Source: an optimization exercise on an open RTL-to-GDS flow (aim: small area). Production flows keep margins and buffers that such runs may drop.
Where RTL was checked, it was by simulation tests only, not by an equivalence proof against the original.
No functional check of the RTL was part of runs 1, 4 and 5.
No activity file was given, so power comes from the tool's default toggle rates.

===== design.v =====
module test_lcd_ctrl(
    input wire clk, input wire rst, output wire redled, output wire dbg_l2, output wire dbg_l3, output wire dbg_l4,
    input wire pSetButton, input wire pAlarmButton, input wire pTimerToggle0, input wire pTimerToggle1,
    input wire pButton0, input wire pButton1, input wire pButton2,
    output wire RS, output wire E, output wire RW,
    output wire LCD_DB0,
    output wire LCD_DB1,
    output wire LCD_DB2,
    output wire LCD_DB3,
    output wire LCD_DB4,
    output wire LCD_DB5,
    output wire LCD_DB6,
    output wire LCD_DB7,
    output wire buzzer
);
    wire [6:0] pin = ~{pButton0, pButton1, pButton2, pSetButton, pAlarmButton, pTimerToggle0, pTimerToggle1};
    reg [3:0] bcnt;
    reg [6:0] smp;
    reg [6:0] rise;
    always @(posedge clk) begin
        if (rst) begin
            bcnt <= 4'd1; smp <= 0; rise <= 0;
        end else if (bcnt == 4'd7) begin
            bcnt <= 4'd1; smp <= pin; rise <= pin & ~smp;
        end else bcnt <= {bcnt[2:0], bcnt[3] ^ bcnt[2]};
    end
    wire act = (bcnt == 4'd1);
    wire pul = (bcnt == 4'd2);
    wire b1 = pul & rise[6];
    wire b2 = pul & rise[5];
    wire b3 = pul & rise[4];
    reg [1:0] cm, tm;
    reg t12, alm_en, tmr_en;
    wire idle = (cm == 2'd0) && (tm == 2'd0);
    always @(posedge clk) begin
        if (rst) begin
            cm <= 0; tm <= 0; t12 <= 0; alm_en <= 0; tmr_en <= 0;
        end else if (act) begin
            if (rise[6] && idle) t12 <= ~t12;
            if (rise[5] && idle) alm_en <= ~alm_en;
            if (rise[4] && idle) tmr_en <= ~tmr_en;
            if (rise[1]) begin
                if (tm == 2'd0 && cm == 2'd0) tm <= 2'd1;
                if (tm == 2'd1 && cm == 2'd0) tm <= 2'd0;
            end
            if (rise[0]) begin
                if (tm == 2'd0 && cm == 2'd0) tm <= 2'd2;
                if (tm == 2'd2 && cm == 2'd0) tm <= 2'd0;
            end
            if (rise[3]) begin
                if (cm == 2'd0 && tm == 2'd0) cm <= 2'd1;
                else if (cm == 2'd1 && tm == 2'd0) cm <= 2'd3;
                else if (cm == 2'd3 && tm == 2'd0) cm <= 2'd0;
            end
            if (rise[2]) begin
                if (cm == 2'd0 && tm == 2'd0) cm <= 2'd2;
                if (cm == 2'd2 && tm == 2'd0) cm <= 2'd0;
            end
        end
    end
    assign redled = alm_en;
    assign dbg_l2 = tmr_en;
    assign dbg_l3 = tm[0];
    assign dbg_l4 = tm[1];
    reg [2:0] scr;
    always @(posedge clk) begin
        if (rst) scr <= 0;
        else if (tm == 2'd0) scr <= (cm == 2'd0) ? 3'd0 : (cm == 2'd1) ? 3'd1 : (cm == 2'd3) ? 3'd2 : 3'd3;
        else if (tm == 2'd1) scr <= 3'd4;
        else if (tm == 2'd2) scr <= 3'd5;
    end
    wire was_set = (scr != 3'd0);
    reg [9:0] dcnt;
    always @(posedge clk) begin
        if (rst || dcnt == 10'd982) dcnt <= 10'd1;
        else dcnt <= {dcnt[8:0], dcnt[9] ^ dcnt[6]};
    end
    wire tick = (dcnt == 10'd502);
    wire [1:0] ts_h1; wire [3:0] ts_h2; wire [2:0] ts_m1; wire [3:0] ts_m2; wire [2:0] ts_s1; wire [3:0] ts_s2;
    wire [1:0] as_st;
    wire [1:0] as_h1; wire [3:0] as_h2; wire [2:0] as_m1; wire [3:0] as_m2; wire [2:0] as_s1; wire [3:0] as_s2;
    wire [1:0] rs_h1; wire [3:0] rs_h2; wire [2:0] rs_m1; wire [3:0] rs_m2; wire [2:0] rs_s1; wire [3:0] rs_s2;
    settime u_tset(.clk(clk), .rst(rst), .b1(b1), .b2(b2), .b3(b3), .en(cm == 2'd1), .first(!was_set), .ld(1'b0), .ldv(13'd0), .st(),
        .h1(ts_h1), .h2(ts_h2), .m1(ts_m1), .m2(ts_m2), .s1(ts_s1), .s2(ts_s2));
    settime u_aset(.clk(clk), .rst(rst), .b1(b1), .b2(b2), .b3(b3), .en(cm == 2'd2), .first(!was_set),
        .ld(cm == 2'd2 && tm != 2'd0), .ldv({hh[5:0], mm[6:0]}), .st(as_st),
        .h1(as_h1), .h2(as_h2), .m1(as_m1), .m2(as_m2), .s1(as_s1), .s2(as_s2));
    settime u_rset(.clk(clk), .rst(rst), .b1(b1), .b2(b2), .b3(b3), .en(tm == 2'd1), .first(!was_set), .ld(1'b0), .ldv(13'd0), .st(),
        .h1(rs_h1), .h2(rs_h2), .m1(rs_m1), .m2(rs_m2), .s1(rs_s1), .s2(rs_s2));
    reg [7:0] hr;
    reg [2:0] mi1; reg [3:0] mi2;
    reg [2:0] se1; reg [3:0] se2;
    wire se59 = (se1 == 3'd5) && (se2 == 4'd9);
    wire mi59 = (mi1 == 3'd5) && (mi2 == 4'd9);
    always @(posedge clk) begin
        if (rst) begin
            hr <= 0; mi1 <= 0; mi2 <= 0; se1 <= 0; se2 <= 0;
        end else if (tick) begin
            if (cm == 2'd1) begin
                hr <= {2'b00, ts_h1, ts_h2};
                mi1 <= ts_m1; mi2 <= ts_m2; se1 <= ts_s1; se2 <= ts_s2;
            end else if (cm == 2'd0) begin
                if (se2 == 4'd9) begin
                    se2 <= 0;
                    se1 <= (se1 == 3'd5) ? 3'd0 : se1 + 1'b1;
                end else se2 <= se2 + 1'b1;
                if (se59) begin
                    if (mi2 == 4'd9) begin
                        mi2 <= 0;
                        mi1 <= (mi1 == 3'd5) ? 3'd0 : mi1 + 1'b1;
                    end else mi2 <= mi2 + 1'b1;
                    if (mi59) begin
                        if (hr == 8'h23) hr <= 8'h00;
                        else if (hr == 8'h09 || hr == 8'h19) hr <= {2'b00, hr[5:4] + 2'd1, 4'd0};
                        else hr <= hr + 1'b1;
                    end
                end
            end
        end
    end
    reg [1:0] th1; reg [3:0] th2; reg [2:0] tm1; reg [3:0] tm2; reg [2:0] ts1; reg [3:0] ts2;
    reg tbuz;
    wire ts00 = (ts1 == 3'd0) && (ts2 == 4'd0);
    wire tm00 = (tm1 == 3'd0) && (tm2 == 4'd0);
    wire th00 = (th1 == 2'd0) && (th2 == 4'd0);
    always @(posedge clk) begin
        if (rst) begin
            th1 <= 0; th2 <= 0; tm1 <= 0; tm2 <= 0; ts1 <= 0; ts2 <= 0; tbuz <= 0;
        end else if (tick) begin
            if (tm == 2'd1) begin
                th1 <= rs_h1; th2 <= rs_h2; tm1 <= rs_m1; tm2 <= rs_m2; ts1 <= rs_s1; ts2 <= rs_s2;
                tbuz <= 0;
            end else if (!tbuz) begin
                tbuz <= ts00 && tm00 && th00;
                if (ts2 == 4'd0) begin
                    ts2 <= 4'd9;
                    ts1 <= (ts1 == 3'd0) ? 3'd5 : ts1 - 1'b1;
                end else ts2 <= ts2 - 1'b1;
                if (ts00) begin
                    if (tm2 == 4'd0) begin
                        tm2 <= 4'd9;
                        tm1 <= (tm1 == 3'd0) ? 3'd5 : tm1 - 1'b1;
                    end else tm2 <= tm2 - 1'b1;
                    if (tm00 && !th00) begin
                        if (th2 == 4'd0) begin
                            th2 <= 4'd9;
                            th1 <= th1 - 1'b1;
                        end else th2 <= th2 - 1'b1;
                    end
                end
            end
        end
    end
    wire norm = (cm == 2'd0) && (tm == 2'd0);
    wire use_tmr = (tm == 2'd1) || (tm == 2'd2);
    wire [7:0] h24 = use_tmr ? {2'b00, th1, th2} : (cm == 2'd2) ? {2'b00, as_h1, as_h2} : hr;
    wire [7:0] mm = use_tmr ? {1'b0, tm1, tm2} : (cm == 2'd2) ? {1'b0, as_m1, as_m2} : {1'b0, mi1, mi2};
    wire [7:0] ss = use_tmr ? {1'b0, ts1, ts2} : (cm == 2'd2) ? {1'b0, as_s1, as_s2} : {1'b0, se1, se2};
    wire am_pm = (hr > 8'h11) && norm;
    wire [5:0] hsub = hr[5:0] - ((hr[5:1] == 5'b10000) ? 6'h18 : 6'h12);
    wire [5:0] h12 = ((hr == 8'h00) || (hr == 8'h12)) ? 6'h12 : (am_pm ? hsub : hr[5:0]);
    wire [7:0] hh = (t12 && norm) ? {2'b00, h12} : h24;
    wire [12:0] ahm = {as_h1, as_h2, as_m1, as_m2};
    reg chg;
    reg ring;
    always @(posedge clk) begin
        if (rst) begin
            chg <= 0; ring <= 0;
        end else begin
            chg <= was_set ? ((b1 | b2) & !as_st[1]) : (ahm != 13'd0);
            ring <= (cm == 2'd2 && tm == 2'd0 && was_set) ? !chg : ({hh, mm} == {2'b00, as_h1, as_h2, 1'b0, as_m1, as_m2});
        end
    end
    assign buzzer = (ring && alm_en) || (tbuz && tmr_en);
    reg [1:0] dst;
    reg [1:0] sd_d1; reg [3:0] sd_d2; reg [1:0] sd_m1; reg [3:0] sd_m2; reg [3:0] sd_y1; reg [3:0] sd_y2; reg [2:0] sd_wd;
    wire dset = (cm == 2'd3);
    wire dclr = (scr != 3'd2);
    always @(posedge clk) begin
        if (rst) begin
            dst <= 0; sd_d1 <= 0; sd_d2 <= 0; sd_m1 <= 0; sd_m2 <= 0; sd_y1 <= 0; sd_y2 <= 0; sd_wd <= 0;
        end else if (dset) begin
            if (dclr) begin
                dst <= 0; sd_d1 <= 0; sd_d2 <= 0; sd_m1 <= 0; sd_m2 <= 0; sd_y1 <= 0; sd_y2 <= 0;
            end
            case (dst)
                2'd0: begin
                    if (b1) sd_d1 <= (sd_d1 == 2'd3) ? 2'd0 : sd_d1 + 1'b1;
                    if (b2) sd_d2 <= (sd_d2 == 4'd9) ? 4'd0 : sd_d2 + 1'b1;
                    if (b3) dst <= 2'd1;
                end
                2'd1: begin
                    if (b1) sd_m1 <= (sd_m1 == 2'd3) ? 2'd0 : sd_m1 + 1'b1;
                    if (b2) sd_m2 <= (sd_m2 == 4'd9) ? 4'd0 : sd_m2 + 1'b1;
                    if (b3) dst <= 2'd2;
                end
                2'd2: begin
                    if (b1) sd_y1 <= (sd_y1 == 4'd9) ? 4'd0 : sd_y1 + 1'b1;
                    if (b2) sd_y2 <= (sd_y2 == 4'd9) ? 4'd0 : sd_y2 + 1'b1;
                    if (b3) dst <= 2'd3;
                end
                default: begin
                    if (b1) sd_wd <= (sd_wd == 3'd6) ? 3'd0 : sd_wd + 1'b1;
                    if (b3) dst <= 2'd0;
                end
            endcase
        end
    end
    reg [5:0] day; reg [7:0] mon; reg [7:0] yr; reg [2:0] wd;
    reg p23, pd1, pm1, nday;
    wire nmon = (day == 6'h01) && !pd1;
    wire nyr = (mon == 8'h01) && !pm1;
    wire feb = (mon == 8'h02);
    wire m30 = (mon[7:5] == 3'd0) && ((mon[4:3] == 2'b00) ^ mon[0]);
    wire m31 = (mon[7:5] == 3'd0) && !m30;
    always @(posedge clk) begin
        if (rst) begin
            nday <= 0; p23 <= 0; pd1 <= 0; pm1 <= 0;
            day <= 0; mon <= 0; yr <= 0; wd <= 0;
        end else begin
            nday <= (hr == 8'h00) && p23;
            p23 <= (hr == 8'h23);
            pd1 <= (day == 6'h01);
            pm1 <= (mon == 8'h01);
            if (dset) begin
                yr <= {sd_y1, sd_y2}; mon <= {2'b00, sd_m1, sd_m2}; day <= {sd_d1, sd_d2}; wd <= sd_wd;
            end else begin
                if (nyr) begin
                    if (yr[3:0] == 4'h9) yr <= {yr[7:4] + 4'h1, 4'h0};
                    else yr <= yr + 1'b1;
                end
                if (nmon) begin
                    if (mon == 8'h12) mon <= 8'h01;
                    else if (mon == 8'h09) mon <= 8'h10;
                    else mon <= mon + 1'b1;
                end
                if (nday) begin
                    if (feb) begin
                        if (day == 6'h29) day <= 6'h01;
                        else if (day == 6'h28) day <= (yr[1:0] == 2'b00) ? 6'h29 : 6'h01;
                        else if (day[3:0] == 4'h9) day <= {day[5:4] + 2'h1, 4'h0};
                        else day <= day + 1'b1;
                    end else if (m30 || m31) begin
                        if (day == (m30 ? 6'h30 : 6'h31)) day <= 6'h01;
                        else if (day[3:0] == 4'h9) day <= {day[5:4] + 2'h1, 4'h0};
                        else day <= day + 1'b1;
                    end
                    wd <= (wd == 3'd6) ? 3'd0 : wd + 1'b1;
                end
            end
        end
    end
    reg [4:0] wcnt;
    reg ln;
    reg [3:0] pos;
    reg cmdf;
    reg sub, ib;
    reg rE, rRS;
    reg [7:0] rDB;
    wire intr = (wcnt == 5'd0);
    wire [4:0] lp = {ln, pos};
    reg [8:0] ient;
    always @(*) begin
        case (lp)
            5'd0: ient = 9'h038;
            5'd1: ient = 9'h00c;
            5'd2: ient = 9'h006;
            5'd3: ient = 9'h040;
            5'd4: ient = 9'h104;
            5'd5: ient = 9'h10e;
            5'd6: ient = 9'h10e;
            5'd7: ient = 9'h10e;
            5'd8: ient = 9'h11f;
            5'd9: ient = 9'h100;
            5'd10: ient = 9'h104;
            5'd11: ient = 9'h100;
            5'd12: ient = 9'h048;
            5'd13: ient = 9'h11f;
            5'd14: ient = 9'h11f;
            5'd15: ient = 9'h111;
            5'd16: ient = 9'h11b;
            5'd17: ient = 9'h11b;
            5'd18: ient = 9'h11b;
            5'd19: ient = 9'h11f;
            5'd20: ient = 9'h11f;
            default: ient = 9'h000;
        endcase
    end
    wire dlay = ln ? (scr == 3'd2) : (scr == 3'd0);
    wire t12l = t12 && (scr == 3'd0);
    wire [3:0] qd = pos - {3'd0, ln};
    wire [3:0] qt = pos + {3'd0, t12l};
    reg [7:0] wk0, wk1, wk2;
    always @(*) begin
        case (wd)
            3'd0: begin wk0 = 8'h53; wk1 = 8'h75; wk2 = 8'h6e; end
            3'd1: begin wk0 = 8'h4d; wk1 = 8'h6f; wk2 = 8'h6e; end
            3'd2: begin wk0 = 8'h54; wk1 = 8'h75; wk2 = 8'h65; end
            3'd3: begin wk0 = 8'h57; wk1 = 8'h65; wk2 = 8'h64; end
            3'd4: begin wk0 = 8'h54; wk1 = 8'h68; wk2 = 8'h75; end
            3'd5: begin wk0 = 8'h46; wk1 = 8'h72; wk2 = 8'h69; end
            3'd6: begin wk0 = 8'h53; wk1 = 8'h61; wk2 = 8'h74; end
            default: begin wk0 = 8'h45; wk1 = 8'h45; wk2 = 8'h45; end
        endcase
    end
    reg [7:0] chr;
    always @(*) begin
        chr = 8'h20;
        if (dlay) begin
            case (qd)
                4'd0: chr = {6'b001100, day[5:4]};
                4'd1: chr = {4'h3, day[3:0]};
                4'd2, 4'd5: chr = 8'h2d;
                4'd3: chr = {4'h3, mon[7:4]};
                4'd4: chr = {4'h3, mon[3:0]};
                4'd6: chr = 8'h32;
                4'd7: chr = 8'h30;
                4'd8: chr = {4'h3, yr[7:4]};
                4'd9: chr = {4'h3, yr[3:0]};
                4'd10: chr = ln ? 8'h20 : 8'h2c;
                4'd11: chr = wk0;
                4'd12: chr = wk1;
                4'd13: chr = wk2;
                4'd14: chr = ln ? 8'h20 : (tmr_en ? 8'h01 : 8'h20);
                default: chr = ln ? 8'h20 : (alm_en ? 8'h00 : 8'h20);
            endcase
        end else if (ln) begin
            case (qt)
                4'd4: chr = {4'h3, hh[7:4]};
                4'd5: chr = {4'h3, hh[3:0]};
                4'd6, 4'd9: chr = 8'h3a;
                4'd7: chr = {4'h3, mm[7:4]};
                4'd8: chr = {4'h3, mm[3:0]};
                4'd10: chr = {4'h3, ss[7:4]};
                4'd11: chr = {4'h3, ss[3:0]};
                4'd13: chr = t12l ? (am_pm ? 8'h50 : 8'h41) : 8'h20;
                4'd14: chr = t12l ? 8'h4d : 8'h20;
                default: chr = 8'h20;
            endcase
        end else if (scr == 3'd5) begin
            case (pos)
                4'd0: chr = 8'h54;
                4'd1: chr = 8'h69;
                4'd2: chr = 8'h6d;
                4'd3: chr = 8'h65;
                4'd4: chr = 8'h72;
                default: chr = 8'h20;
            endcase
        end else begin
            case (pos)
                4'd0: chr = 8'h53;
                4'd1: chr = 8'h65;
                4'd2: chr = 8'h74;
                4'd4: chr = (scr == 3'd1) ? 8'h54 : (scr == 3'd2) ? 8'h44 : (scr == 3'd3) ? 8'h41 : 8'h54;
                4'd5: chr = (scr == 3'd1) ? 8'h69 : (scr == 3'd2) ? 8'h61 : (scr == 3'd3) ? 8'h6c : 8'h69;
                4'd6: chr = (scr == 3'd1) ? 8'h6d : (scr == 3'd2) ? 8'h74 : (scr == 3'd3) ? 8'h61 : 8'h6d;
                4'd7: chr = (scr == 3'd1) ? 8'h65 : (scr == 3'd2) ? 8'h65 : (scr == 3'd3) ? 8'h72 : 8'h65;
                4'd8: chr = (scr == 3'd3) ? 8'h6d : (scr == 3'd4) ? 8'h72 : 8'h20;
                default: chr = 8'h20;
            endcase
        end
    end
    always @(posedge clk) begin
        if (rst) begin
            wcnt <= 5'd22; ln <= 0; pos <= 0; cmdf <= 0; sub <= 0; ib <= 0;
            rE <= 0; rRS <= 0; rDB <= 0;
        end else begin
            if (intr) begin
                sub <= ~sub;
                if (!ib) begin
                    if (sub && lp == 5'd20) begin
                        ib <= 1; ln <= 0; pos <= 0; cmdf <= 1; wcnt <= 5'd21;
                    end else begin
                        if (sub) {ln, pos} <= lp + 1'b1;
                        wcnt <= 5'd22;
                    end
                end else begin
                    if (sub) begin
                        if (cmdf) cmdf <= 0;
                        else begin
                            {ln, pos} <= lp + 1'b1;
                            if (pos == 4'd15) cmdf <= 1;
                        end
                    end
                    wcnt <= rRS ? 5'd9 : 5'd21;
                end
            end else wcnt <= wcnt - 1'b1;
            if (sub) rE <= 0;
            else begin
                rE <= 1;
                {rRS, rDB} <= !ib ? ient : cmdf ? {2'b01, ln, 6'd0} : {1'b1, chr};
            end
        end
    end
    assign E = rE;
    assign RS = rRS;
    assign RW = 1'b0;
    assign {LCD_DB7, LCD_DB6, LCD_DB5, LCD_DB4, LCD_DB3, LCD_DB2, LCD_DB1, LCD_DB0} = rDB;
endmodule
module settime (
    input wire clk, input wire rst,
    input wire b1, input wire b2, input wire b3,
    input wire en, input wire first,
    input wire ld, input wire [12:0] ldv,
    output reg [1:0] st,
    output reg [1:0] h1, output reg [3:0] h2,
    output reg [2:0] m1, output reg [3:0] m2,
    output reg [2:0] s1, output reg [3:0] s2
);
    always @(posedge clk) begin
        if (rst) begin
            st <= 0; h1 <= 0; h2 <= 0; m1 <= 0; m2 <= 0; s1 <= 0; s2 <= 0;
        end else if (ld) begin
            {h1, h2, m1, m2} <= ldv;
        end else if (en) begin
            if (first) begin
                st <= 0; h1 <= 0; h2 <= 0; m1 <= 0; m2 <= 0; s1 <= 0; s2 <= 0;
            end else begin
                case (st)
                    2'd0: begin
                        if (b1) h1 <= (h1 == 2'd2) ? 2'd0 : h1 + 1'b1;
                        if (b2) h2 <= (h2 == 4'd9) ? 4'd0 : h2 + 1'b1;
                        if (b3) st <= 2'd1;
                    end
                    2'd1: begin
                        if (b1) m1 <= (m1 == 3'd5) ? 3'd0 : m1 + 1'b1;
                        if (b2) m2 <= (m2 == 4'd9) ? 4'd0 : m2 + 1'b1;
                        if (b3) st <= 2'd2;
                    end
                    default: begin
                        if (b1) s1 <= (s1 == 3'd5) ? 3'd0 : s1 + 1'b1;
                        if (b2) s2 <= (s2 == 4'd9) ? 4'd0 : s2 + 1'b1;
                        if (b3) st <= 2'd0;
                    end
                endcase
            end
        end
    end
endmodule

===== flow/run.sh =====
#!/bin/bash
# Layout flow: the standard synthesis, then the combinational logic between
# the flip-flops re-mapped by ABC for area (flip-flops, their names and cells
# untouched; the result is proved equivalent before it is used), then the
# standard floorplan, placement, CTS (without dummy loads), routing and finish.
# Each tool's output goes to a log file of its own in this folder.
set -euo pipefail
W=$(pwd)
F=$W/flow
R=$W/orfs/results/${FLOW_PLATFORM}/test_lcd_ctrl/base
LIB=$FLOW_HOME/platforms/${FLOW_PLATFORM}/lib/sky130_fd_sc_hd__tt_025C_1v80.lib
YOSYS=$FLOW_HOME/../tools/install/yosys/bin/yosys
[[ -x $YOSYS ]] || YOSYS=$(command -v yosys)

bash standard.sh synth > $W/log_1_standard_synth.txt 2>&1

cp $R/1_2_yosys.v $W/synth_std.v
DU=""
for c in $(grep -oE "sky130_fd_sc_hd__(probe|lpflow)[a-z0-9_]*" $FLOW_HOME/platforms/${FLOW_PLATFORM}/config.mk | sort -u); do
  DU="$DU -dont_use $c"
done
echo "module sky130_fd_sc_hd__dfxtp_1(input CLK, input D, output Q); endmodule" > $W/ff_stub.v
cat > $W/resyn1.ys <<EOS
read_liberty -ignore_miss_func $LIB
read_verilog $W/synth_std.v
delete sky130_fd_sc_hd__dfxtp_1
read_verilog -lib $W/ff_stub.v
hierarchy -top $FLOW_TOP
flatten
opt -purge
abc -liberty $LIB $DU -script +strash;&get,-n;&deepsyn,-T,${DEEPSYN_T:-60};&put;dch,-f;map,-a;
opt_clean -purge
write_verilog -noattr -nohex -nodec $W/resyn_mid.v
EOS
cat > $W/resyn2.ys <<EOS
read_liberty -lib $LIB
read_verilog $W/resyn_mid.v
hierarchy -top $FLOW_TOP
splitnets
opt_clean -purge
hilomap -singleton -hicell sky130_fd_sc_hd__conb_1 HI -locell sky130_fd_sc_hd__conb_1 LO
insbuf -buf sky130_fd_sc_hd__buf_2 A X
check -assert -mapped
tee -o $W/resyn_stat.txt stat -liberty $LIB
write_verilog -noattr -nohex -nodec $W/synth_resyn.v
EOS
cat > $W/equiv.ys <<EOS
read_liberty -ignore_miss_func $LIB
read_verilog $W/std_cut.v
rename $FLOW_TOP gold
read_verilog $W/resyn_cut.v
rename $FLOW_TOP gate
hierarchy -check
flatten gold gate
opt_clean gold gate
miter -equiv -flatten -make_assert gold gate miter
hierarchy -top miter
sat -verify -prove-asserts miter
EOS
use=0
if $YOSYS -q $W/resyn1.ys > $W/log_2_resyn1.txt 2>&1 \
   && $YOSYS -q $W/resyn2.ys > $W/log_3_resyn2.txt 2>&1 \
   && python3 $F/cutff.py $W/synth_std.v $W/std_cut.v $W/ff_std.txt > $W/log_4_cut.txt 2>&1 \
   && python3 $F/cutff.py $W/synth_resyn.v $W/resyn_cut.v $W/ff_resyn.txt >> $W/log_4_cut.txt 2>&1 \
   && cmp -s $W/ff_std.txt $W/ff_resyn.txt \
   && [[ $(grep -c "sky130_fd_sc_hd__df" $W/synth_std.v) == $(grep -c "sky130_fd_sc_hd__df" $W/synth_resyn.v) ]] \
   && $YOSYS -q $W/equiv.ys > $W/log_5_equiv.txt 2>&1; then
  use=1
fi
echo "resynthesised netlist used: $use" | tee $W/log_6_choice.txt
if [[ $use == 1 ]]; then
  cp $W/synth_resyn.v $R/1_2_yosys.v
  rm -f $R/1_synth.odb $R/1_synth.sdc
fi

# CTS without dummy loads; the clustering settings are in cts_args.txt
export CTS_ARGS="$(cat $F/cts_args.txt)"
bash standard.sh finish > $W/log_7_standard_finish.txt 2>&1

===== flow/cts_args.txt =====
-sink_clustering_enable -repair_clock_nets -dont_use_dummy_load -sink_clustering_size 30 -sink_clustering_max_diameter 80 -buf_list {sky130_fd_sc_hd__clkbuf_16}

===== flow/cutff.py =====
import re, sys
# cut dfxtp flops of a flat netlist into ports, keyed by instance name
src = open(sys.argv[1]).read()
pat = re.compile(r'sky130_fd_sc_hd__dfxtp_\d+\s+(\\\S+|\S+)\s*\(\s*\.CLK\(([^()]*)\),\s*\.D\(([^()]*)\),\s*\.Q\(([^()]*)\)\s*\);', re.S)
flops = {}
def rep(m):
    name, clk, d, q = m.group(1), m.group(2), m.group(3).strip(), m.group(4).strip()
    flops[name] = (d, q)
    return ''
body = pat.sub(rep, src)
names = sorted(flops)
idx = {n: i for i, n in enumerate(names)}
key = open(sys.argv[3], 'w') if len(sys.argv) > 3 else None
ports = []
decl = []
for n in names:
    i = idx[n]; d, q = flops[n]
    ports += ['ffq_%d' % i, 'ffd_%d' % i]
    decl.append('  input ffq_%d;\n  output ffd_%d;\n  assign %s = ffq_%d;\n  assign ffd_%d = %s ;\n' % (i, i, q, i, i, d))
    if key: key.write('%d %s\n' % (i, n))
m = re.search(r'module\s+test_lcd_ctrl\s*\(', body)
body = body[:m.end()] + ' ' + ', '.join(ports) + ', ' + body[m.end():]
e = body.index(');', m.end()) + 2
body = body[:e] + '\n' + ''.join(decl) + body[e:]
open(sys.argv[2], 'w').write(body)
print(len(names), 'flops cut')

===== standard.sh =====
#!/bin/bash
# synth_recipe.tcl (not shown) runs the flow's synth.tcl, then flattens the netlist and writes it again
# the make line also repeats each setting of config.mk as NAME=value (left out here)
make -C /OpenROAD-flow-scripts/flow DESIGN_CONFIG=/design/flow/config.mk WORK_HOME=/design/flow/orfs CLKGATE_MAP_FILE= SYNTH_SCRIPT=/design/flow/synth_recipe.tcl "${@:-finish}"

===== config.mk =====
export PLATFORM = sky130hd
export DESIGN_NAME = test_lcd_ctrl
export DESIGN_NICKNAME = test_lcd_ctrl
export VERILOG_FILES = /design/flow/design.v
export SDC_FILE = /design/flow/constraint.sdc
export NUM_CORES = 4
export LEC_CHECK = 0
export ABC_AREA = 1
export CAP_MARGIN = 20
export CORE_MARGIN = 2
export CORE_UTILIZATION = 65
export SLEW_MARGIN = 20

===== constraint.sdc =====
create_clock -name core_clock -period 10.0 [get_ports {clk}]
set_input_delay 2.0000 -clock core_clock [delete_from_list [all_inputs] [get_ports {clk}]]
set_output_delay 2.0000 -clock core_clock [all_outputs]
set_load 0.01 [all_outputs]

==> impl_metrics.csv, run 1 <==
group,metric,value,unit
routing,vias,11910,
synth,synth_nets,1690,
pwr,peakVddDrop,0.1557,mV
floorplanning,io_pins,25,
timing,whs,425.0,ps
synth,avgSynthCellArea,6.830,um^2
clock_network,clkTransAtPathRegs,100,ps
routing,highest_layer,"met4",
synth,yosys_warnings,2,
clock_network,cts_resized,0,
worst_setup_path,cp_common_cell,"nor2_1",
floorplanning,start_util,66.38,%
worst_setup_path,path_delay_family,"simple AND/OR/NAND/NOR gates",
run,cap_violations,0,
routing,ant_nets,0,
worst_setup_path,critPathBufInv,4,
timing,min_period,4759,ps
worst_hold_path,holdPathStages,2,
timing,setup_viol,0,
timing,worst_pin_slew,924.4,ps
routing,wl,33130,um
routing,avgRoutedWirePerCell,17.02,um
timing,skew,45.87,ps
clock_network,cts_tree,"done",
floorplanning,num_rows,48,
worst_setup_path,slowest_stage,"clkinv_1",
global_routing,grt_use_total,35.82,%
pwr,power.density,129.2,nW/um^2
global_routing,grt-ovfl-total,0,
global_routing,grt_pass1_vias,10650,
timing,final-hold-violation-count,0,
timing,max_slew_margin,38.15,%
layout,layout.nets,1733,
floorplanning,die_h,136.9,um
worst_setup_path,ff2ff_setup_slack,5250,ps
run_status,status,"no timing/DRC/antenna violations",
worst_hold_path,min_from,"dcnt[8]",
clock_network,clock_sinks,234,
clock_network,cts_hold_buf,0,
worst_setup_path,r2r_start,"dcnt[6]",
timing,tns,0,ps
floorplanning,core,17300,um^2
timing,fin_crit_sh,47.59,%
worst_setup_path,crit_path_start_kind,"primary input",
global_routing,grt_pass1_wl,53530,um
worst_setup_path,r2r_end,"hr[7]",
worst_hold_path,hold-path-endpoint,"dcnt[9]",
worst_setup_path,cpPeakStageDelay,610,ps
timing,clock.fmax,210.1,MHz
worst_setup_path,critical_path_class,"in -> reg",
placement,place.gp.congestion,1.006,
clock_network,numCtsBuffers,12,
clock_network,cts_root_buf,"clkbuf_16",
clock_network,htreeDepth,1,
placement,port_buffers,23,
layout,syn_to_final_growth,7.443,%
routing,met2_length,13920,um
placement,dp_hpwl,25730,um
global_routing,antenna_found_initial,0,
routing,wl_met3,3136,um
synth,syn_inst,1681,
floorplanning,dieArea,18740,um^2
clock_network,clk_latency,490,ps
worst_setup_path,arrival,5130,ps
floorplanning,die_w,136.9,um
synth,syn_area,11480,um^2
routing,first_pass_iters,6,
clock_network,cts_buffer_depth,3,
layout,n_antenna_cell,0,
clock_network,post_cts_buffers,0,
worst_setup_path,crit_chain,"buf_2 -> nor2_1 -> clkinv_1 -> nor2_1 -> clkinv_1 -> nor2_1 -> nand2_1 -> nor2_1 -> clkinv_1 -> o21ai_0 -> nand2_1 -> a32o_1",
routing,drcViolationCount,0,
worst_setup_path,endpoint_kind,"flop",
global_routing,grt_max_degree,42,
worst_setup_path,reg2regPathDepth,24,
worst_setup_path,cp_max_fo,21,
worst_setup_path,startpoint,"rst",
pwr,p_leak,4.020,nW
worst_hold_path,hold_class,"reg -> reg",
routing,wl_met1,15130,um
timing,rsz0062_at_grt,"no",
routing,via_per_inst,6.116,
routing,drtIter0Drc,1244,
timing,slew_viol_final,0,
layout,drive_gt1_share,1.626,%
worst_setup_path,critPathRequiredTime,10370,ps
## stage by stage
step / power, mW / utilization [%] / setup WS [ps] / instance area [um^2] / instances
after floorplan: 1.062 / - / 5729 / 11480 / 1681
after global placement: 1.101 / 69.58 / 4951 / 12040 / 1935
after detailed placement: 1.104 / 69.58 / 4814 / 12040 / 1935
after CTS: 1.594 / 71.32 / 5315 / 12340 / 1947
after global routing: 1.643 / 71.32 / 4612 / 12340 / 1947
final: 1.594 / 71.32 / 5241 / 12340 / 1947
## report_power, final
| group | switching [mW] | internal, mW | leakage, nW |
|---|---|---|---|
| sequential | 0.0154 | 0.948 | 1.89 |
| clock | 0.290 | 0.217 | 0.148 |
| combinational | 0.0847 | 0.0393 | 1.98 |
| total | 0.390 | 1.20 | 4.02 |
## how the worst max path moves through the flow
stage,slack [ps],cells past startpoint,endpoint
global route,4610,24,hr[7]
floorplan,5730,11,sd_y2[3]
finish,5240,12,sd_y2[3]
global placement,4950,12,sd_y2[3]
CTS,5310,12,sd_y2[3]
detailed placement,4810,12,sd_y2[3]
## metal layers
metal,vias to the layer above,track usage (%)
li1,5822,-
met1,5453,53.31
met2,548,53.42
met3,84,5.852
met4,0,10.19
met5,-,0
## worst reg2reg max path: stages, from the launching register on
cell and delay (ps):
dfxtp_1 350, clkinv_1 110, nor4_1 280, nand2_1 140, nor3_1 180, clkinv_1 200
nor2_1 370, clkinv_1 190, nor2_1 210, clkinv_1 120, nor3_1 260, nand4_1 190
nor2_1 170, nor2_1 90, nor3_1 220, clkinv_1 150, nor2_1 250, o2111ai_1 150
nand2_1 120, clkinv_1 90, nor2_1 170, clkinv_1 120, nor3_1 270, o21ai_0 120
a21oi_1 130
## layout by cell type (no fill, tap or decap), drive strengths merged, types with 10 or more instances in the layout
cell and instances:
dfxtp 234, o211ai 14, nor2 303, o32ai 19, a22oi 23, o21ai 158
nand3 58, o22ai 38, clkdlybuf4s50 22, clkinv 310, a21oi 117, o221ai 10
nand2 205, nor4 10, clkbuf 12, o2111ai 10, xor2 11, nor3 76
a31oi 14
## final cells by class
class,instances,area [um^2]
inverter,310,1164
timing repair buffer,30,277.8
tap,225,281.5
clock buffer,12,300.3
sequential,234,4684
fill,1528,4961
multi-input combinational,1136,5628
## registers in the layout, indices dropped and copies added, names as in the netlist, 5 cells and up
signal  cells
day         6
dcnt       10
hr          8
ient        8
mon         8
rDB         8
rise        7
smp         7
wcnt        5
yr          8
==> run 2: changes to the inputs <==
--- a/design.v
+++ b/design.v
@@ -80,12 +80,12 @@
     wire [1:0] as_st;
     wire [1:0] as_h1; wire [3:0] as_h2; wire [2:0] as_m1; wire [3:0] as_m2; wire [2:0] as_s1; wire [3:0] as_s2;
     wire [1:0] rs_h1; wire [3:0] rs_h2; wire [2:0] rs_m1; wire [3:0] rs_m2; wire [2:0] rs_s1; wire [3:0] rs_s2;
-    settime u_tset(.clk(clk), .rst(rst), .b1(b1), .b2(b2), .b3(b3), .en(cm == 2'd1), .first(!was_set), .ld(1'b0), .ldv(13'd0), .st(),
+    settime u_tset(.clk(clk), .rst(rst), .upd(pul && cm == 2'd1), .i1(rise[6]), .i2(rise[5]), .i3(rise[4]), .first(!was_set), .ld(1'b0), .ldv(13'd0), .st(),
         .h1(ts_h1), .h2(ts_h2), .m1(ts_m1), .m2(ts_m2), .s1(ts_s1), .s2(ts_s2));
-    settime u_aset(.clk(clk), .rst(rst), .b1(b1), .b2(b2), .b3(b3), .en(cm == 2'd2), .first(!was_set),
+    settime u_aset(.clk(clk), .rst(rst), .upd(pul && cm == 2'd2), .i1(rise[6]), .i2(rise[5]), .i3(rise[4]), .first(!was_set),
         .ld(cm == 2'd2 && tm != 2'd0), .ldv({hh[5:0], mm[6:0]}), .st(as_st),
         .h1(as_h1), .h2(as_h2), .m1(as_m1), .m2(as_m2), .s1(as_s1), .s2(as_s2));
-    settime u_rset(.clk(clk), .rst(rst), .b1(b1), .b2(b2), .b3(b3), .en(tm == 2'd1), .first(!was_set), .ld(1'b0), .ldv(13'd0), .st(),
+    settime u_rset(.clk(clk), .rst(rst), .upd(pul && tm == 2'd1), .i1(rise[6]), .i2(rise[5]), .i3(rise[4]), .first(!was_set), .ld(1'b0), .ldv(13'd0), .st(),
         .h1(rs_h1), .h2(rs_h2), .m1(rs_m1), .m2(rs_m2), .s1(rs_s1), .s2(rs_s2));
     reg [7:0] hr;
     reg [2:0] mi1; reg [3:0] mi2;
@@ -399,8 +399,8 @@
 endmodule
 module settime (
     input wire clk, input wire rst,
-    input wire b1, input wire b2, input wire b3,
-    input wire en, input wire first,
+    input wire upd, input wire i1, input wire i2, input wire i3,
+    input wire first,
     input wire ld, input wire [12:0] ldv,
     output reg [1:0] st,
     output reg [1:0] h1, output reg [3:0] h2,
@@ -408,32 +408,28 @@
     output reg [2:0] s1, output reg [3:0] s2
 );
     always @(posedge clk) begin
-        if (rst) begin
+        if (rst || (upd && first && !ld)) begin
             st <= 0; h1 <= 0; h2 <= 0; m1 <= 0; m2 <= 0; s1 <= 0; s2 <= 0;
         end else if (ld) begin
             {h1, h2, m1, m2} <= ldv;
-        end else if (en) begin
-            if (first) begin
-                st <= 0; h1 <= 0; h2 <= 0; m1 <= 0; m2 <= 0; s1 <= 0; s2 <= 0;
-            end else begin
-                case (st)
-                    2'd0: begin
-                        if (b1) h1 <= (h1 == 2'd2) ? 2'd0 : h1 + 1'b1;
-                        if (b2) h2 <= (h2 == 4'd9) ? 4'd0 : h2 + 1'b1;
-                        if (b3) st <= 2'd1;
-                    end
-                    2'd1: begin
-                        if (b1) m1 <= (m1 == 3'd5) ? 3'd0 : m1 + 1'b1;
-                        if (b2) m2 <= (m2 == 4'd9) ? 4'd0 : m2 + 1'b1;
-                        if (b3) st <= 2'd2;
-                    end
-                    default: begin
-                        if (b1) s1 <= (s1 == 3'd5) ? 3'd0 : s1 + 1'b1;
-                        if (b2) s2 <= (s2 == 4'd9) ? 4'd0 : s2 + 1'b1;
-                        if (b3) st <= 2'd0;
-                    end
-                endcase
-            end
+        end else if (upd) begin
+            case (st)
+                2'd0: begin
+                    if (i1) h1 <= (h1 == 2'd2) ? 2'd0 : h1 + 1'b1;
+                    if (i2) h2 <= (h2 == 4'd9) ? 4'd0 : h2 + 1'b1;
+                    if (i3) st <= 2'd1;
+                end
+                2'd1: begin
+                    if (i1) m1 <= (m1 == 3'd5) ? 3'd0 : m1 + 1'b1;
+                    if (i2) m2 <= (m2 == 4'd9) ? 4'd0 : m2 + 1'b1;
+                    if (i3) st <= 2'd2;
+                end
+                default: begin
+                    if (i1) s1 <= (s1 == 3'd5) ? 3'd0 : s1 + 1'b1;
+                    if (i2) s2 <= (s2 == 4'd9) ? 4'd0 : s2 + 1'b1;
+                    if (i3) st <= 2'd0;
+                end
+            endcase
         end
     end
 endmodule
--- a/flow/run.sh
+++ b/flow/run.sh
@@ -28,7 +28,7 @@
 hierarchy -top $FLOW_TOP
 flatten
 opt -purge
-abc -liberty $LIB $DU -script +strash;&get,-n;&deepsyn,-T,${DEEPSYN_T:-60};&put;dch,-f;map,-a;
+abc -liberty $LIB $DU -script +strash;dc2;&get,-n;&deepsyn,-T,60;&put;dch,-f;&get,-n;&nf,-R,1000;&put;
 opt_clean -purge
 write_verilog -noattr -nohex -nodec $W/resyn_mid.v
 EOS
@@ -75,4 +75,6 @@
 
 # CTS without dummy loads; the clustering settings are in cts_args.txt
 export CTS_ARGS="$(cat $F/cts_args.txt)"
+# every port still gets its own buffer, the smallest one
+export BUFFER_PORTS_ARGS="-buffer_cell sky130_fd_sc_hd__buf_1"
 bash standard.sh finish > $W/log_7_standard_finish.txt 2>&1
==> flow/cts_args.txt (replaced) <==
-sink_clustering_enable -repair_clock_nets -dont_use_dummy_load -sink_clustering_size 16 -sink_clustering_max_diameter 50 -buf_list {sky130_fd_sc_hd__clkbuf_8}
==> impl_metrics.csv, run 2 <==
group,metric,value,unit
worst_setup_path,path_depth,11,
clock_network,cts_root_buf,"clkbuf_8",
global_routing,grt_pass1_vias,9976,
worst_setup_path,path_delay_family,"simple AND/OR/NAND/NOR gates",
layout,multi_input_area,6394,um^2
layout,fin_cells,1664,
clock_network,numCtsBuffers,25,
routing,drtIter0Drc,919,
layout,final_util,71.78,%
timing,min_period,5077,ps
global_routing,grt_pass1_wl,49750,um
layout,layout.nets,1455,
worst_hold_path,hold_class,"reg -> reg",
global_routing,grt_use_total,33.78,%
floorplanning,io_pins,25,
layout,mostFrequentLayoutCell,"dfxtp_1",
pwr,power.density,135.3,nW/um^2
layout,largest-register,"dcnt",
worst_setup_path,cp_common_cell,"nand3_1",
routing,first_pass_iters,7,
layout,fillers,1370,
layout,syn_to_final_growth,7.350,%
placement,placed_area,11640,um^2
worst_setup_path,critical_path_class,"in -> reg",
layout,n_antenna_cell,0,
worst_setup_path,cpPeakStageDelay,770,ps
pwr,finalPower,1.621,mW
clock_network,htreeDepth,1,
placement,dpl_worst_slack,4468,ps
timing,rsz0062_at_grt,"no",
synth,syn_inst,1382,
routing,wl,31210,um
floorplanning,core,16700,um^2
clock_network,clkTransAtPathRegs,80,ps
routing,drcViolationCount,0,
synth,synth_nets,1391,
clock_network,clk_latency,580,ps
clock_network,cts_tree,"done",
clock_network,cts_hold_buf,0,
clock_network,post_cts_buffers,0,
placement,dp_hpwl,22840,um
global_routing,grt_max_degree,57,
clock_network,clock_sinks,234,
floorplanning,die_h,135.1,um
timing,whs,440.5,ps
global_routing,grt-ovfl-total,0,
floorplanning,num_rows,47,
worst_setup_path,slowest_stage,"clkinv_1",
placement,place.gp.congestion,1.046,
worst_setup_path,crit_chain,"clkbuf_2 -> buf_4 -> clkinv_1 -> nand3_1 -> nor2b_1 -> nand3_1 -> nor2_1 -> a21oi_1 -> or2_0 -> a21o_1 -> a221o_1",
synth,avgSynthCellArea,8.080,um^2
worst_setup_path,crit_path_start_kind,"primary input",
worst_setup_path,reg2regPathDepth,15,
clock_network,cts_buffer_depth,3,
synth,yosys_warnings,2,
routing,avgRoutedWirePerCell,18.76,um
floorplanning,die_w,135.1,um
placement,port_buffers,23,
synth,syn_area,11170,um^2
timing,max_slew_margin,37.87,%
timing,setup_slack,4923,ps
timing,skew,101.6,ps
timing,worst_pin_slew,919.0,ps
pwr,peakVddDrop,0.1432,mV
run,cap_violations,0,
placement,dp_cells,1639,
layout,ff_latch_area,4684,um^2
floorplanning,dieArea,18240,um^2
layout,layout_common_cells,"234 x dfxtp_1, 181 x nand2_1, 170 x nor2_1",
layout,drive_gt1_share,2.978,%
worst_setup_path,arrival,5530,ps
timing,clock.fmax,197.0,MHz
global_routing,antenna_found_initial,0,
routing,vias,10910,
floorplanning,start_util,66.86,%
timing,fin_crit_sh,50.77,%
timing,final-hold-violation-count,0,
run_status,status,"no timing/DRC/antenna violations",
routing,ant_nets,0,
worst_setup_path,critPathRequiredTime,10460,ps
timing,slew_viol_final,0,
timing,setup_viol,0,
worst_setup_path,critPathBufInv,3,
worst_setup_path,cp_max_fo,56,
worst_setup_path,endpoint_kind,"flop",
routing,via_per_inst,6.556,
timing,tns,0,ps
layout,fin_area,11990,um^2
pwr,p_leak,4.261,nW
clock_network,cts_resized,0,
layout,largest_register_ffs,10,
worst_hold_path,holdPathStages,1,
## run 2: cell type report
cell class | count | share of cell area (%)
clock buffer | 25 | 2.870
inverter | 24 | 0.7515
sequential | 234 | 39.08
timing repair buffer | 38 | 1.670
multi-input combinational | 1123 | 53.33
tap | 220 | 2.296
## run 2: path summary, 6_finish.rpt
check	startpoint	to	slack (ps)
max reg2reg	dcnt[3]	th1[0]	5290
min	u_rset.s1[2]	u_rset.s1[1]	440
max	rst	u_aset.m2[2]	4920
min reg2reg	u_rset.s1[2]	u_rset.s1[1]	440
## run 2: power by group
part	total, mW	internal [mW]	leakage (nW)	switching, mW
Combinational	0.112	0.0425	2.19	0.0690
Clock	0.528	0.221	0.180	0.307
Sequential	0.981	0.950	1.89	0.0312
Total	1.62	1.21	4.26	0.407
## run 2: routing by layer
| layer | up-vias | part of all wire [%] | global-route usage, % |
|---|---|---|---|
| met3 | 84 | 9.3 | 5.518 |
| met5 | - | 0 | 0 |
| li1 | 5270 | - | - |
| met4 | 0 | 4.1 | 14.06 |
| met1 | 5054 | 43 | 47.20 |
| met2 | 501 | 43 | 52.14 |
==> run 3: changes to the inputs <==
--- a/flow/run.sh
+++ b/flow/run.sh
@@ -28,7 +28,7 @@
 hierarchy -top $FLOW_TOP
 flatten
 opt -purge
-abc -liberty $LIB $DU -script +strash;dc2;&get,-n;&deepsyn,-T,60;&put;dch,-f;&get,-n;&nf,-R,1000;&put;
+abc -liberty $LIB $DU -script +strash;&get,-n;&deepsyn,-T,${DEEPSYN_T:-60};&put;dch,-f;map,-a;
 opt_clean -purge
 write_verilog -noattr -nohex -nodec $W/resyn_mid.v
 EOS
@@ -75,6 +75,4 @@
 
 # CTS without dummy loads; the clustering settings are in cts_args.txt
 export CTS_ARGS="$(cat $F/cts_args.txt)"
-# every port still gets its own buffer, the smallest one
-export BUFFER_PORTS_ARGS="-buffer_cell sky130_fd_sc_hd__buf_1"
 bash standard.sh finish > $W/log_7_standard_finish.txt 2>&1
==> impl_metrics.csv, run 3 <==
group,metric,value,unit
run_status,status,"no timing/DRC/antenna violations",
timing,fin_crit_sh,53.03,%
worst_hold_path,hold_class,"reg -> reg",
worst_setup_path,r2r_start,"dcnt[6]",
clock_network,cts_root_buf,"clkbuf_8",
floorplanning,dieArea,18660,um^2
placement,dp_cells,1940,
clock_network,htreeDepth,1,
worst_setup_path,ff2ff_setup_slack,4740,ps
clock_network,cts_resized,0,
pwr,finalPower,1.603,mW
layout,n_antenna_cell,0,
routing,via_per_inst,6.060,
pwr,power.density,130.2,nW/um^2
layout,mostFrequentLayoutCell,"nor2_1",
synth,synth_nets,1696,
layout,drive_gt1_share,2.243,%
routing,ant_nets,0,
pwr,p_leak,4.061,nW
timing,setup_viol,0,
layout,syn_to_final_growth,7.717,%
routing,drtIter0Drc,1237,
clock_network,post_cts_buffers,0,
worst_setup_path,arrival,5730,ps
routing,drcViolationCount,0,
clock_network,clk_latency,580,ps
clock_network,clkTransAtPathRegs,100,ps
global_routing,grt_pass1_wl,55240,um
synth,syn_area,11430,um^2
synth,syn_inst,1687,
worst_setup_path,r2r_end,"hr[7]",
global_routing,grt_pass1_vias,10900,
clock_network,cts_hold_buf,0,
clock_network,clock_sinks,234,
worst_setup_path,endpoint_kind,"flop",
worst_setup_path,crit_end,"tm[0]",
worst_setup_path,cp_max_fo,32,
global_routing,grt-ovfl-total,0,
floorplanning,die_h,136.6,um
floorplanning,die_w,136.6,um
floorplanning,start_util,66.32,%
placement,port_buffers,23,
run,cap_violations,0,
timing,min_period,5303,ps
global_routing,grt_max_degree,33,
global_routing,grt_use_total,37.28,%
timing,setup_slack,4697,ps
layout,fillers,1425,
layout,layout_common_cells,"328 x nor2_1, 305 x clkinv_1, 234 x dfxtp_1",
routing,first_pass_iters,6,
worst_setup_path,critPathRequiredTime,10420,ps
clock_network,numCtsBuffers,24,
floorplanning,num_rows,48,
timing,final-hold-violation-count,0,
synth,avgSynthCellArea,6.776,um^2
placement,dpl_worst_slack,4272,ps
layout,final_util,71.44,%
routing,vias,11900,
routing,avgRoutedWirePerCell,17.52,um
timing,slew_viol_final,0,
floorplanning,core,17240,um^2
clock_network,cts_buffer_depth,3,
routing,wl,34410,um
synth,yosys_warnings,2,
timing,worst_pin_slew,1024,ps
pwr,peakVddDrop,0.1382,mV
worst_setup_path,critical_path_class,"in -> reg",
timing,clock.fmax,188.6,MHz
layout,fin_cells,1964,
placement,dp_hpwl,26600,um
layout,largest_register_ffs,10,
timing,skew,98.43,ps
clock_network,cts_tree,"done",
global_routing,antenna_found_initial,0,
layout,layout.nets,1750,
layout,largest-register,"dcnt",
worst_setup_path,crit_path_start_kind,"primary input",
timing,max_slew_margin,30.00,%
floorplanning,io_pins,25,
timing,rsz0062_at_grt,"no",
worst_setup_path,reg2regPathDepth,22,
timing,tns,0,ps
placement,place.gp.congestion,1.079,
worst_setup_path,startpoint,"rst",
run 3: per-layer routing:
layer / vias to the layer above / track usage (%) / part of all wire, %
met5: - / 0 / 0
met4: 0 / 12.91 / 3.5
met3: 99 / 5.852 / 9.1
met2: 552 / 58.11 / 44
met1: 5473 / 52.50 / 44
li1: 5778 / - / -
run 3: metrics by stage:
step	cell area, um^2	hold WS, ps
2_1_floorplan	11430	402.6
3_3_place_gp	11980	409.3
3_5_place_dp	11980	413.8
4_1_cts	12310	425.2
5_1_grt	12310	444.8
6_report	12310	421.6
run 3: where the power goes:
group          internal, mW  switching (mW)  leakage, nW
clock network         0.213           0.307        0.173
logic                0.0374          0.0718         2.00
registers             0.951          0.0232         1.89
run 3: layout make-up:
type	count	area, um^2	area share [%]
inverters	305	1145	9.298
clock buffers	24	330.3	2.683
repair buffers	29	275.3	2.236
flip-flops and latches	234	4684	38.04
well taps	225	281.5	2.286
multi-input cells	1147	5597	45.45
run 3: worst min-delay path by stage:
stage               startpoint  cells after the start  endpoint
floorplan              dcnt[0]                      2   dcnt[1]
detailed placement     dcnt[2]                      2   dcnt[3]
finish                 dcnt[1]                      2   dcnt[2]
CTS                    dcnt[1]                      2   dcnt[2]
global placement       dcnt[7]                      2   dcnt[8]
global route           dcnt[7]                      2   dcnt[8]
run 3: critical path, cell delays in order:
cell,delay (ps)
clkdlybuf4s50_1,460
buf_4,370
clkinv_1,680
nand3_1,660
clkinv_1,130
nor2_1,590
clkinv_1,440
o41ai_1,380
==> run 4: changes to the inputs <==
--- a/design.v
+++ b/design.v
@@ -64,10 +64,8 @@
     assign dbg_l4 = tm[1];
     reg [2:0] scr;
     always @(posedge clk) begin
-        if (rst) scr <= 0;
-        else if (tm == 2'd0) scr <= (cm == 2'd0) ? 3'd0 : (cm == 2'd1) ? 3'd1 : (cm == 2'd3) ? 3'd2 : 3'd3;
-        else if (tm == 2'd1) scr <= 3'd4;
-        else if (tm == 2'd2) scr <= 3'd5;
+        if (tm == 2'd0) scr <= (cm == 2'd0) ? 3'd0 : (cm == 2'd1) ? 3'd1 : (cm == 2'd3) ? 3'd2 : 3'd3;
+        else scr <= tm[1] ? 3'd5 : 3'd4;
     end
     wire was_set = (scr != 3'd0);
     reg [9:0] dcnt;
@@ -164,12 +162,8 @@
     reg chg;
     reg ring;
     always @(posedge clk) begin
-        if (rst) begin
-            chg <= 0; ring <= 0;
-        end else begin
-            chg <= was_set ? ((b1 | b2) & !as_st[1]) : (ahm != 13'd0);
-            ring <= (cm == 2'd2 && tm == 2'd0 && was_set) ? !chg : ({hh, mm} == {2'b00, as_h1, as_h2, 1'b0, as_m1, as_m2});
-        end
+        chg <= was_set ? ((b1 | b2) & !as_st[1]) : (ahm != 13'd0);
+        ring <= (cm == 2'd2 && tm == 2'd0 && was_set) ? !chg : ({hh, mm} == {2'b00, as_h1, as_h2, 1'b0, as_m1, as_m2});
     end
     assign buzzer = (ring && alm_en) || (tbuz && tmr_en);
     reg [1:0] dst;
@@ -208,6 +202,10 @@
     end
     reg [5:0] day; reg [7:0] mon; reg [7:0] yr; reg [2:0] wd;
     reg p23, pd1, pm1, nday;
+    always @(posedge clk) begin
+        pd1 <= (day == 6'h01);
+        pm1 <= (mon == 8'h01);
+    end
     wire nmon = (day == 6'h01) && !pd1;
     wire nyr = (mon == 8'h01) && !pm1;
     wire feb = (mon == 8'h02);
@@ -215,13 +213,11 @@
     wire m31 = (mon[7:5] == 3'd0) && !m30;
     always @(posedge clk) begin
         if (rst) begin
-            nday <= 0; p23 <= 0; pd1 <= 0; pm1 <= 0;
+            nday <= 0; p23 <= 0;
             day <= 0; mon <= 0; yr <= 0; wd <= 0;
         end else begin
             nday <= (hr == 8'h00) && p23;
             p23 <= (hr == 8'h23);
-            pd1 <= (day == 6'h01);
-            pm1 <= (mon == 8'h01);
             if (dset) begin
                 yr <= {sd_y1, sd_y2}; mon <= {2'b00, sd_m1, sd_m2}; day <= {sd_d1, sd_d2}; wd <= sd_wd;
             end else begin
@@ -408,8 +404,18 @@
     output reg [2:0] s1, output reg [3:0] s2
 );
     always @(posedge clk) begin
+        if (upd && first && !ld) st <= 0;
+        else if (upd && !ld) begin
+            case (st)
+                2'd0: if (i3) st <= 2'd1;
+                2'd1: if (i3) st <= 2'd2;
+                default: if (i3) st <= 2'd0;
+            endcase
+        end
+    end
+    always @(posedge clk) begin
         if (rst || (upd && first && !ld)) begin
-            st <= 0; h1 <= 0; h2 <= 0; m1 <= 0; m2 <= 0; s1 <= 0; s2 <= 0;
+            h1 <= 0; h2 <= 0; m1 <= 0; m2 <= 0; s1 <= 0; s2 <= 0;
         end else if (ld) begin
             {h1, h2, m1, m2} <= ldv;
         end else if (upd) begin
@@ -417,17 +423,14 @@
                 2'd0: begin
                     if (i1) h1 <= (h1 == 2'd2) ? 2'd0 : h1 + 1'b1;
                     if (i2) h2 <= (h2 == 4'd9) ? 4'd0 : h2 + 1'b1;
-                    if (i3) st <= 2'd1;
                 end
                 2'd1: begin
                     if (i1) m1 <= (m1 == 3'd5) ? 3'd0 : m1 + 1'b1;
                     if (i2) m2 <= (m2 == 4'd9) ? 4'd0 : m2 + 1'b1;
-                    if (i3) st <= 2'd2;
                 end
                 default: begin
                     if (i1) s1 <= (s1 == 3'd5) ? 3'd0 : s1 + 1'b1;
                     if (i2) s2 <= (s2 == 4'd9) ? 4'd0 : s2 + 1'b1;
-                    if (i3) st <= 2'd0;
                 end
             endcase
         end
--- a/flow/run.sh
+++ b/flow/run.sh
@@ -28,7 +28,7 @@
 hierarchy -top $FLOW_TOP
 flatten
 opt -purge
-abc -liberty $LIB $DU -script +strash;&get,-n;&deepsyn,-T,${DEEPSYN_T:-60};&put;dch,-f;map,-a;
+abc -liberty $LIB $DU -script +strash;dc2;&get,-n;&deepsyn,-T,180;&put;dch,-f;&get,-n;&nf,-R,1000;&put;
 opt_clean -purge
 write_verilog -noattr -nohex -nodec $W/resyn_mid.v
 EOS
@@ -75,4 +75,6 @@
 
 # CTS without dummy loads; the clustering settings are in cts_args.txt
 export CTS_ARGS="$(cat $F/cts_args.txt)"
+# every port still gets its own buffer, the smallest one
+export BUFFER_PORTS_ARGS="-buffer_cell sky130_fd_sc_hd__buf_1"
 bash standard.sh finish > $W/log_7_standard_finish.txt 2>&1
==> flow/cts_args.txt (replaced) <==
-sink_clustering_enable -repair_clock_nets -dont_use_dummy_load -sink_clustering_size 20 -sink_clustering_max_diameter 60 -buf_list {sky130_fd_sc_hd__clkbuf_8}
--- a/config.mk
+++ b/config.mk
@@ -6,7 +6,7 @@
 export NUM_CORES = 4
 export LEC_CHECK = 0
 export ABC_AREA = 1
-export CAP_MARGIN = 20
+export CAP_MARGIN = 10
 export CORE_MARGIN = 2
 export CORE_UTILIZATION = 65
-export SLEW_MARGIN = 20
+export SLEW_MARGIN = 10
==> impl_metrics.csv, run 4 <==
group,metric,value,unit
run_status,status,"no timing/DRC/antenna violations",
timing,clock.fmax,182.0,MHz
timing,worst_pin_slew,1098,ps
timing,rsz0062_at_grt,"no",
floorplanning,start_util,66.73,%
layout,layout.nets,1440,
worst_setup_path,crit_path_start_kind,"flop",
layout,largest_register_ffs,10,
worst_setup_path,endpoint_kind,"flop",
global_routing,grt-ovfl-total,0,
synth,avgSynthCellArea,8.082,um^2
layout,drive_gt1_share,2.099,%
worst_setup_path,cp_max_fo,6,
layout,mostFrequentLayoutCell,"dfxtp_1",
global_routing,grt_max_degree,54,
clock_network,cts_buffer_depth,3,
worst_setup_path,critPathRequiredTime,10420,ps
placement,place.gp.congestion,1.021,
routing,vias,10880,
floorplanning,core,16700,um^2
placement,port_buffers,23,
synth,syn_inst,1379,
synth,syn_area,11140,um^2
layout,syn_to_final_growth,6.130,%
clock_network,clk_latency,530,ps
floorplanning,dieArea,18210,um^2
clock_network,clkTransAtPathRegs,110,ps
run,cap_violations,0,
timing,max_slew_margin,26.81,%
layout,fillers,1380,
clock_network,cts_hold_buf,0,
timing,fin_crit_sh,54.94,%
worst_hold_path,hold_class,"reg -> reg",
global_routing,antenna_found_initial,1,
layout,largest-register,"dcnt",
clock_network,htreeDepth,1,
placement,dp_hpwl,22630,um
timing,tns,0,ps
layout,layout_common_cells,"234 x dfxtp_1, 165 x nand2_1, 164 x nor2_1",
timing,min_period,5494,ps
floorplanning,die_w,134.9,um
routing,drcViolationCount,0,
synth,synth_nets,1388,
timing,skew,62.14,ps
timing,final-hold-violation-count,0,
floorplanning,die_h,134.9,um
pwr,power.density,127.4,nW/um^2
pwr,p_leak,4.256,nW
clock_network,clock_sinks,234,
clock_network,numCtsBuffers,17,
routing,via_per_inst,6.596,
routing,avgRoutedWirePerCell,18.54,um
timing,setup_viol,0,
floorplanning,io_pins,25,
floorplanning,num_rows,47,
synth,yosys_warnings,2,
routing,drtIter0Drc,1229,
pwr,peakVddDrop,0.1288,mV
clock_network,post_cts_buffers,0,
routing,wl,30590,um
clock_network,cts_root_buf,"clkbuf_8",
routing,first_pass_iters,8,
global_routing,grt_pass1_vias,9563,
timing,slew_viol_final,0,
routing,ant_nets,0,
global_routing,grt_pass1_wl,48530,um
clock_network,cts_resized,0,
clock_network,cts_tree,"done",
pwr,finalPower,1.507,mW
worst_setup_path,critical_path_class,"reg -> reg",
global_routing,grt_use_total,32.89,%
worst_setup_path,arrival,5910,ps
==> run 4: cell types whose count changed in the layout (fill, tap and decap cells not counted), moves of 29 or more <==
cell | before | now
clkinv_1 | 305 | 25
and2_0 | 0 | 38
nor2_1 | 328 | 164
nand2_1 | 225 | 165
nor3_1 | 90 | 53
o21ai_0 | 145 | 109
and3_1 | 0 | 33
nand2b_1 | 0 | 29
==> run 4: per-layer routing <==
layer,up-vias,GRT usage (%),part of all wire [%]
met1,5114,47.85,45
met3,74,6.081,9.4
met2,474,50.99,43
met4,2,7.581,2.6
li1,5220,-,-
met5,-,0,0.043
==> run 4: worst paths after layout <==
| kind | from | endpoint | slack (ps) | cells after the start |
|---|---|---|---|---|
| worst max-delay path | dcnt[0] | th2[0] | 4510 | 18 |
| worst min-delay path | sd_y1[0] | yr[4] | 420 | 2 |
| worst max register to register | dcnt[0] | th2[0] | 4510 | 18 |
| worst min register to register | sd_y1[0] | yr[4] | 420 | 2 |
==> run 4: where the power goes <==
part	switching, mW	internal (mW)	leakage, nW	total, mW
logic	0.0582	0.0387	2.24	0.0969
registers	0.0243	0.950	1.89	0.974
clock network	0.282	0.154	0.122	0.436
==> run 4: metrics by stage <==
stage	hold slack (ps)	worst slack [ps]	area (um^2)	utilization [%]	instances
finish	422.1	4506	11830	70.82	1650
detailed placement	431.8	4576	11590	69.40	1632
global placement	425.1	4706	11590	69.40	1632
CTS	427.4	4537	11830	70.80	1649
floorplan	409.3	4941	11140	-	1379
global route	431.1	4177	11830	70.80	1649
==> run 4: worst max-delay path, cell delays in order, from the launching register on <==
cell	delay [ps]
dfxtp_1	320
nand4b_1	190
or4_1	570
or3_1	390
or2_0	320
or4_1	510
or4_1	460
or2_0	270
or3_1	370
or2_0	240
nor2_1	170
clkinv_1	90
or3_1	340
or2_0	290
nand2b_1	210
or2_0	250
nor2_1	160
o21a_1	150
o21ai_0	70
==> run 4: area by class of cell <==
type                       instances  area (um^2)  area share, %
sequential                       234         4684          39.61
antenna                            1        2.502        0.02116
clock buffer                      17        234.0          1.978
multi-input combinational       1119         6367          53.83
timing repair buffer              34        170.2          1.439
inverter                          25        93.84         0.7934
tap                              220        275.3          2.327
==> run 5: changes to the inputs <==
==> flow/cts_args.txt (replaced) <==
-sink_clustering_enable -repair_clock_nets -dont_use_dummy_load -sink_clustering_size 24 -sink_clustering_max_diameter 70 -buf_list {sky130_fd_sc_hd__clkbuf_8 sky130_fd_sc_hd__clkbuf_16}
--- a/config.mk
+++ b/config.mk
@@ -6,7 +6,7 @@
 export NUM_CORES = 4
 export LEC_CHECK = 0
 export ABC_AREA = 1
-export CAP_MARGIN = 10
+export CAP_MARGIN = 20
 export CORE_MARGIN = 2
 export CORE_UTILIZATION = 65
-export SLEW_MARGIN = 10
+export SLEW_MARGIN = 20
==> impl_metrics.csv, run 5 <==
group,metric,value,unit
timing,rsz0062_at_grt,"no",
layout,layout_common_cells,"234 x dfxtp_1, 165 x nand2_1, 164 x nor2_1",
routing,drcViolationCount,0,
placement,dp_hpwl,22630,um
pwr,power_frac_comb,6.0,%
synth,synth_nets,1388,
routing,vias,10930,
clock_network,clock_sinks,234,
pwr,pwr-share-seq,59.5,%
floorplanning,die_w,134.9,um
pwr,p_leak,4.319,nW
timing,fin_crit_sh,54.95,%
global_routing,antenna_found_initial,1,
clock_network,clk_latency,500,ps
layout,layout.nets,1438,
global_routing,grt_pass1_wl,49300,um
worst_setup_path,r2r_start,"dcnt[0]",
timing,max_slew_margin,27.79,%
layout,largest-register,"dcnt",
pwr,internal-power,1.256,mW
clock_network,cts_tree,"done",
timing,final-hold-violation-count,0,
clock_network,cts_resized,0,
routing,first_pass_iters,8,
clock_network,cts_buffer_depth,3,
worst_setup_path,startpoint,"dcnt[0]",
pwr,finalPower,1.637,mW
worst_setup_path,crit_path_start_kind,"flop",
global_routing,grt_max_degree,54,
routing,ant_nets,0,
placement,port_buffers,23,
placement,dp_cells,1632,
layout,drive_gt1_share,1.962,%
pwr,peakVddDrop,0.1362,mV
layout,n_antenna_cell,0,
worst_setup_path,cp_max_fo,6,
clock_network,post_cts_buffers,0,
worst_setup_path,r2r_end,"th2[3]",
worst_setup_path,endpoint_kind,"flop",
floorplanning,dieArea,18210,um^2
synth,yosys_warnings,2,
routing,via_per_inst,6.635,
timing,skew,59.03,ps
placement,place.gp.congestion,1.021,
global_routing,grt_pass1_vias,9718,
run,cap_violations,0,
synth,syn_inst,1379,
floorplanning,start_util,66.73,%
worst_setup_path,critPathRequiredTime,10380,ps
timing,tns,0,ps
clock_network,htreeDepth,1,
worst_setup_path,critical_path_class,"reg -> reg",
clock_network,cts_hold_buf,0,
timing,setup_viol,0,
layout,syn_to_final_growth,7.376,%
worst_setup_path,reg2regPathDepth,18,
layout,fin_cells,1647,
floorplanning,num_rows,47,
timing,clock.fmax,182.0,MHz
timing,min_period,5495,ps
clock_network,numCtsBuffers,15,
timing,worst_pin_slew,1083,ps
layout,mostFrequentLayoutCell,"dfxtp_1",
clock_network,cts_root_buf,"clkbuf_16",
synth,syn_area,11140,um^2
timing,slew_viol_final,0,
worst_setup_path,crit_end,"th2[3]",
placement,dpl_worst_slack,4576,ps
pwr,switching_share,23.23,%
clock_network,clkTransAtPathRegs,90,ps
routing,avgRoutedWirePerCell,18.79,um
worst_setup_path,arrival,5870,ps
run_status,status,"no timing/DRC/antenna violations",
synth,avgSynthCellArea,8.082,um^2
timing,setup_slack,4505,ps
layout,largest_register_ffs,10,
worst_setup_path,ff2ff_setup_slack,4500,ps
routing,wl,30960,um
pwr,power.density,136.8,nW/um^2
pwr,switching_power,380.3,uW
layout,final_util,71.65,%
pwr,p_clk_share,34.5,%
global_routing,grt_use_total,33.50,%
floorplanning,io_pins,25,
floorplanning,die_h,134.9,um
worst_hold_path,hold_class,"reg -> reg",
routing,drtIter0Drc,1377,
floorplanning,core,16700,um^2
global_routing,grt-ovfl-total,0,
run 5: critical path, cell delays in order, from the launching register on:
cell	delay, ps
dfxtp_1	310
nand4b_1	190
or4_1	570
or3_1	390
or2_0	310
or4_1	500
or4_1	460
or2_0	270
or3_1	380
or2_0	240
nor2_1	180
clkinv_1	90
or3_1	340
or2_0	300
nand2b_1	210
or2_0	250
nor2_1	160
o21a_1	150
o31ai_1	70
run 5: routing by layer:
layer	GRT usage, %	up-vias	share of wire, %
met5	0	-	0
met4	9.433	0	2.8
met3	6.494	77	10
met2	51.89	512	43
met1	47.88	5141	44
li1	-	5198	-
run 5: area by class of cell:
type / instances / area [um^2]
Timing Repair Buffer: 34 / 170.2
Multi-Input combinational cell: 1119 / 6367
Fill cell: 1362 / 4735
Inverter: 25 / 93.84
Clock buffer: 15 / 375.4
Sequential cell: 234 / 4684
Tap cell: 220 / 275.3
run 5: worst min path at each step:
stage	start	end	slack, ps	cells after the start
6_report	smp[0]	rise[0]	450	1
4_1_cts	dcnt[5]	dcnt[6]	450	2
3_5_place_dp	dcnt[5]	dcnt[6]	430	2
2_1_floorplan	dcnt[5]	dcnt[6]	410	2
3_3_place_gp	dcnt[5]	dcnt[6]	430	2
5_1_grt	smp[4]	rise[4]	470	1
run 5: stage by stage:
step                hold slack [ps]  area [um^2]
finish                        446.2        11970
global route                  471.0        11970
CTS                           448.5        11970
detailed placement            431.8        11590
global placement              425.1        11590
floorplan                     409.3        11140
run 5: power groups by stage:
| stage | combinational (mW) | clock, mW | sequential, mW |
|---|---|---|---|
| floorplan | 0.0688 | 0 | 0.987 |
| global placement | 0.0930 | 0 | 0.994 |
| detailed placement | 0.0949 | 0 | 0.994 |
| CTS | 0.0956 | 0.570 | 0.973 |
| global route | 0.108 | 0.606 | 0.977 |
| finish | 0.0976 | 0.565 | 0.974 |

## afterwards: timing with drivers on the ports
Ports are ideal in the flow. The routed layouts listed here were re-timed in OpenROAD. Step 1 sets driving cells, clkbuf_16 on the clock port and buf_2 on the other inputs (assumed; they add their load-dependent delay and slew). Step 2 times the ports against the registers' clock, not the clock port: input delays grow and output delays shrink by t, the midpoint of the rising clock arrivals with the driver on. Three values: ideal ports, drivers, drivers and shift; two values: the first two.
| run | shift t [ns] | setup slack, ns | worst setup path at the end | clock arrival spread, ns |
|---|---|---|---|---|
| run 1 | 0.517 | 5.241 / 5.249 / 4.743 | input to register | 0.047 / 0.046 |
| run 2 | 0.572 | 4.923 / 4.945 / 4.373 | input to register | 0.103 / 0.102 |
| run 3 | 0.578 | 4.697 / 4.717 / 4.139 | input to register | 0.101 / 0.100 |
| run 4 | 0.543 | 4.506 / 4.506 / 4.506 | register to register | 0.062 / 0.062 |
| run 5 | 0.516 | 4.505 / 4.505 / 4.505 | register to register | 0.059 / 0.060 |
After both steps setup and hold are still met in every run listed. The setup slack of run 3, which loses most, moves by +0.020 ns with the drivers and by -0.558 ns with both steps.
